Context: an optimization exercise on an open-source flow, tuned for a short achievable clock period and few clock cycles. The choices shown serve that exercise and are no tape-out recipe.
Function was checked by simulation only, so behaviour that the tests miss may differ from the original.
Power figures rest on the tool's default switching activity, not on a simulated workload.

Setup of run A:
==> module alu, before the edit <==
module alu (
    input  wire [63:0] a,
    input  wire [63:0] b,
    input  wire        ci,
    input  wire        f_and,
    input  wire        f_xor,
    input  wire        ofen,       
    output wire [63:0] r,          
    output wire [63:0] rn,         
    output wire [63:0] sum,        
    output wire        zf,
    output wire        lt,         
    output wire        hi_zero     
);
  wire [64:0] s65 = {1'b0, a} + {1'b0, b} + {64'b0, ci};
  assign sum = s65[63:0];
  wire cout = s65[64];
  wire [63:0] axb = a ^ b;
  wire [63:0] aob = a | b;
  assign r  = f_and ? (a & b) : f_xor ? axb : sum;
  assign rn = ~r;
  wire z_add = &(~(axb ^ {aob[62:0], ci}));
  wire z_and = ~|(a & b);
  wire z_xor = ~|axb;
  assign zf = f_and ? z_and : f_xor ? z_xor : z_add;
  assign lt = ofen ? (a[63] ^ b[63] ^ cout) : r[63];
  wire [10:0] lo = {1'b0, a[9:0]} + {1'b0, b[9:0]} + {10'b0, ci};
  wire hz0 = &(~(axb[63:10] ^ {aob[62:10], 1'b0}));
  wire hz1 = &(~(axb[63:10] ^ {aob[62:10], 1'b1}));
  assign hi_zero = lo[10] ? hz1 : hz0;
endmodule
clock: 9.0 ns
lec_check: 0
cap_margin: 20
core_margin: 2
core_utilization: 30
place_density: 0.4
slew_margin: 20
synth_hierarchical: 1
standard.sh (not shown) runs the stock make flow with config.mk's settings and CLKGATE_MAP_FILE= SYNTH_SCRIPT=/design/flow/synth_recipe.tcl, a recipe that flattens the netlist after the stock synthesis.
==> flow/flow/run.sh <==
#!/bin/bash
# The standard layout (the standard.sh: standard synthesis, ORFS from
# floorplan to finish) with these changes to how it is made:
#  - the port buffers are buf_4 instead of the delay cell buffer_ports picks
#    by default (every port still gets its own buffer);
#  - the resizer may swap a cell for one of another footprint;
#  - timing repair aims for 6.5 ns of setup slack at the design's 9 ns clock;
set -euo pipefail
bash standard.sh \
  "BUFFER_PORTS_ARGS=-buffer_cell sky130_fd_sc_hd__buf_4" \
  "MATCH_CELL_FOOTPRINT=0" \
  "SETUP_SLACK_MARGIN=6.5" \
  "MAX_REPAIR_ANTENNAS_ITER_GRT=10" \
  "MAX_REPAIR_ANTENNAS_ITER_DRT=20" \
  finish > flow_make.log 2>&1
Testbench counts of run A, summed over its fixed seeds: cycles 190,999.
Edits applied to the flow inputs when going from run A to run B:
-- flow/design.v --
<<< run A, line 65
    output wire        hi_zero     
);
  wire [64:0] s65 = {1'b0, a} + {1'b0, b} + {64'b0, ci};
  assign sum = s65[63:0];
  wire cout = s65[64];
  wire [63:0] axb = a ^ b;
  wire [63:0] aob = a | b;
>>> run B, line 65
    output wire        hi_zero     
);
  wire [15:0] s0 [0:3];
  wire [15:0] s1 [0:3];
  wire [3:0]  bg, bp;
  genvar i;
  generate
    for (i = 0; i < 4; i = i + 1) begin : blk
      add16cs add (.a(a[16*i +: 16]), .b(b[16*i +: 16]), .s0(s0[i]), .s1(s1[i]),
                   .g(bg[i]), .p(bp[i]));
    end
  endgenerate
  wire c16  = bg[0] | (bp[0] & ci);
  wire c32  = bg[1] | (bp[1] & bg[0]) | (bp[1] & bp[0] & ci);
  wire c48  = bg[2] | (bp[2] & bg[1]) | (bp[2] & bp[1] & bg[0]) | (bp[2] & bp[1] & bp[0] & ci);
  wire cout = bg[3] | (bp[3] & bg[2]) | (bp[3] & bp[2] & bg[1]) | (bp[3] & bp[2] & bp[1] & bg[0]) |
              (bp[3] & bp[2] & bp[1] & bp[0] & ci);
  assign sum = {c48 ? s1[3] : s0[3], c32 ? s1[2] : s0[2], c16 ? s1[1] : s0[1], ci ? s1[0] : s0[0]};
  wire [63:0] axb = a ^ b;
  wire [63:0] aob = a | b;
<<< run A, line 81
  wire hz1 = &(~(axb[63:10] ^ {aob[62:10], 1'b1}));
  assign hi_zero = lo[10] ? hz1 : hz0;
endmodule
module y86_pipe (
>>> run B, line 94
  wire hz1 = &(~(axb[63:10] ^ {aob[62:10], 1'b1}));
  assign hi_zero = lo[10] ? hz1 : hz0;
endmodule
module add16cs (
    input  wire [15:0] a,
    input  wire [15:0] b,
    output wire [15:0] s0,
    output wire [15:0] s1,
    output wire        g,
    output wire        p
);
  wire [16:0] t0 = {1'b0, a} + {1'b0, b};
  assign s0 = t0[15:0];
  assign s1 = a + b + 16'd1;
  assign g  = t0[16];
  assign p  = &(a ^ b);
endmodule
module y86_pipe (
==> run notes <==
Per the comparison of run B with run A, final instance area decreased 1.5%; clock buffer count decreased 3.8%; final-stage net count down 48; source-to-sink clock delay at the later pin of the worst-skew pair fell by 0.02 ns. Of run B and run A, it is run B that has the higher hold slack. Higher share of cell area taken by multi-input logic gates goes to run B over run A. Portion of the clock cycle consumed by the worst path in the final layout is higher on run B. Run B has total of plain and repair buffers excluding clock buffers below what run A had. Of the two values seen for cell type of the slowest stage on the worst timing path, dfxtp_4 was produced by run B and a2111o_1 by run A.
Testbench counts of run B, summed over its fixed seeds: cycles 190,999.


Setup of oak:
RTL: one of the versions met above, not the one the previous note started from.
Size in the first run: about 12,000 cells after synthesis, roughly 1,800 flip-flops, roughly 340 I/O pins, about 110,000 µm² of cells after synthesis.
==> module alu, before the edit <==
module alu (
    input  wire [63:0] a,
    input  wire [63:0] b,
    input  wire        ci,
    input  wire        f_and,
    input  wire        f_xor,
    input  wire        ofen,       
    output wire [63:0] r,          
    output wire [63:0] rn,         
    output wire [63:0] sum,        
    output wire        zf,
    output wire        lt,         
    output wire        hi_zero     
);
  wire [15:0] s0 [0:3];
  wire [15:0] s1 [0:3];
  wire [3:0]  bg, bp;
  genvar i;
  generate
    for (i = 0; i < 4; i = i + 1) begin : blk
      add16cs add (.a(a[16*i +: 16]), .b(b[16*i +: 16]), .s0(s0[i]), .s1(s1[i]),
                   .g(bg[i]), .p(bp[i]));
    end
  endgenerate
  wire c16  = bg[0] | (bp[0] & ci);
  wire c32  = bg[1] | (bp[1] & bg[0]) | (bp[1] & bp[0] & ci);
  wire c48  = bg[2] | (bp[2] & bg[1]) | (bp[2] & bp[1] & bg[0]) | (bp[2] & bp[1] & bp[0] & ci);
  wire cout = bg[3] | (bp[3] & bg[2]) | (bp[3] & bp[2] & bg[1]) | (bp[3] & bp[2] & bp[1] & bg[0]) |
              (bp[3] & bp[2] & bp[1] & bp[0] & ci);
  assign sum = {c48 ? s1[3] : s0[3], c32 ? s1[2] : s0[2], c16 ? s1[1] : s0[1], ci ? s1[0] : s0[0]};
  wire [63:0] axb = a ^ b;
  wire [63:0] aob = a | b;
  assign r  = f_and ? (a & b) : f_xor ? axb : sum;
  assign rn = ~r;
  wire z_add = &(~(axb ^ {aob[62:0], ci}));
  wire z_and = ~|(a & b);
  wire z_xor = ~|axb;
  assign zf = f_and ? z_and : f_xor ? z_xor : z_add;
  assign lt = ofen ? (a[63] ^ b[63] ^ cout) : r[63];
  wire [10:0] lo = {1'b0, a[9:0]} + {1'b0, b[9:0]} + {10'b0, ci};
  wire hz0 = &(~(axb[63:10] ^ {aob[62:10], 1'b0}));
  wire hz1 = &(~(axb[63:10] ^ {aob[62:10], 1'b1}));
  assign hi_zero = lo[10] ? hz1 : hz0;
endmodule
==> module add16cs, before the edit <==
module add16cs (
    input  wire [15:0] a,
    input  wire [15:0] b,
    output wire [15:0] s0,
    output wire [15:0] s1,
    output wire        g,
    output wire        p
);
  wire [16:0] t0 = {1'b0, a} + {1'b0, b};
  assign s0 = t0[15:0];
  assign s1 = a + b + 16'd1;
  assign g  = t0[16];
  assign p  = &(a ^ b);
endmodule
export LEC_CHECK = 0
export CAP_MARGIN = 20
export CORE_MARGIN = 2
export CORE_UTILIZATION = 22
export PLACE_DENSITY = 0.35
export SLEW_MARGIN = 20
export SYNTH_HIERARCHICAL = 1
create_clock -name core_clock -period 9.0 [get_ports {clk}]
Scripts as last shown in full above: flow/flow/run.sh
Testbench counts of oak, summed over its fixed seeds: cycles 190,999.
Input changes introduced in pine (baseline for comparison: oak):
--- a/flow/design.v
+++ b/flow/design.v
@@ -65,20 +65,7 @@
     output wire        hi_zero     
 );
-  wire [15:0] s0 [0:3];
-  wire [15:0] s1 [0:3];
-  wire [3:0]  bg, bp;
-  genvar i;
-  generate
-    for (i = 0; i < 4; i = i + 1) begin : blk
-      add16cs add (.a(a[16*i +: 16]), .b(b[16*i +: 16]), .s0(s0[i]), .s1(s1[i]),
-                   .g(bg[i]), .p(bp[i]));
-    end
-  endgenerate
-  wire c16  = bg[0] | (bp[0] & ci);
-  wire c32  = bg[1] | (bp[1] & bg[0]) | (bp[1] & bp[0] & ci);
-  wire c48  = bg[2] | (bp[2] & bg[1]) | (bp[2] & bp[1] & bg[0]) | (bp[2] & bp[1] & bp[0] & ci);
-  wire cout = bg[3] | (bp[3] & bg[2]) | (bp[3] & bp[2] & bg[1]) | (bp[3] & bp[2] & bp[1] & bg[0]) |
-              (bp[3] & bp[2] & bp[1] & bp[0] & ci);
-  assign sum = {c48 ? s1[3] : s0[3], c32 ? s1[2] : s0[2], c16 ? s1[1] : s0[1], ci ? s1[0] : s0[0]};
+  wire [64:0] s65 = {1'b0, a} + {1'b0, b} + {64'b0, ci};
+  assign sum = s65[63:0];
+  wire cout = s65[64];
   wire [63:0] axb = a ^ b;
   wire [63:0] aob = a | b;
@@ -95,18 +82,4 @@
   assign hi_zero = lo[10] ? hz1 : hz0;
 endmodule
-module add16cs (
-    input  wire [15:0] a,
-    input  wire [15:0] b,
-    output wire [15:0] s0,
-    output wire [15:0] s1,
-    output wire        g,
-    output wire        p
-);
-  wire [16:0] t0 = {1'b0, a} + {1'b0, b};
-  assign s0 = t0[15:0];
-  assign s1 = a + b + 16'd1;
-  assign g  = t0[16];
-  assign p  = &(a ^ b);
-endmodule
 module y86_pipe (
     input  wire             clk,
==> run notes <==
The higher portion of total power attributed to the clock network of oak and pine is in pine.
Compared with oak, pine shows wire length on met3 higher by 22%.
Lower worst setup slack among oak and pine: oak
Shortest period the worst path allows (higher): oak
Worst hold slack (higher): oak
Going from oak to pine, final instance area went up; area growth from synthesis to layout went up 5.6 points.
[pine] met1 global-route usage rose 0.96 points relative to oak
Compared pine vs oak, and clock insertion delay at the later pin of the skew report is up in pine.
Testbench counts of pine, summed over its fixed seeds: cycles 190,999.

-- what the ideal ports hide --
The flow's constraints put no driver on any port. The routed layouts listed below were extracted and timed again, unchanged, in two steps.
Step 1: set_driving_cell puts a clkbuf_16 on clk and a buf_2 on each other input, an assumption about the parent block.
Step 2 moves the port delays by t, midway between the first and last clock arrival at a register: inputs arrive t later, outputs are due t later. That takes back most of the time a late clock gives input paths.
a / b / c = ideal / step 1 / step 2; a / b = the first two.
run | shift t [ns] | setup WS [ns] | worst setup path at the end | slew at the worst register clock pin (ns) | worst data-port slew with drivers (ns)
run A | 1.082 | 5.084 / 5.081 / 4.038 | input to register | 0.07 / 0.07 | 0.57
run B | 1.083 | 5.051 / 5.051 / 4.057 | input to register | 0.08 / 0.08 | 0.32
oak | 1.109 | 5.194 / 5.172 / 4.064 | input to register | 0.08 / 0.08 | 0.67
pine | 1.108 | 5.207 / 5.170 / 4.077 | input to register | 0.07 / 0.07 | 0.70
After both steps setup and hold are still met in every run listed.
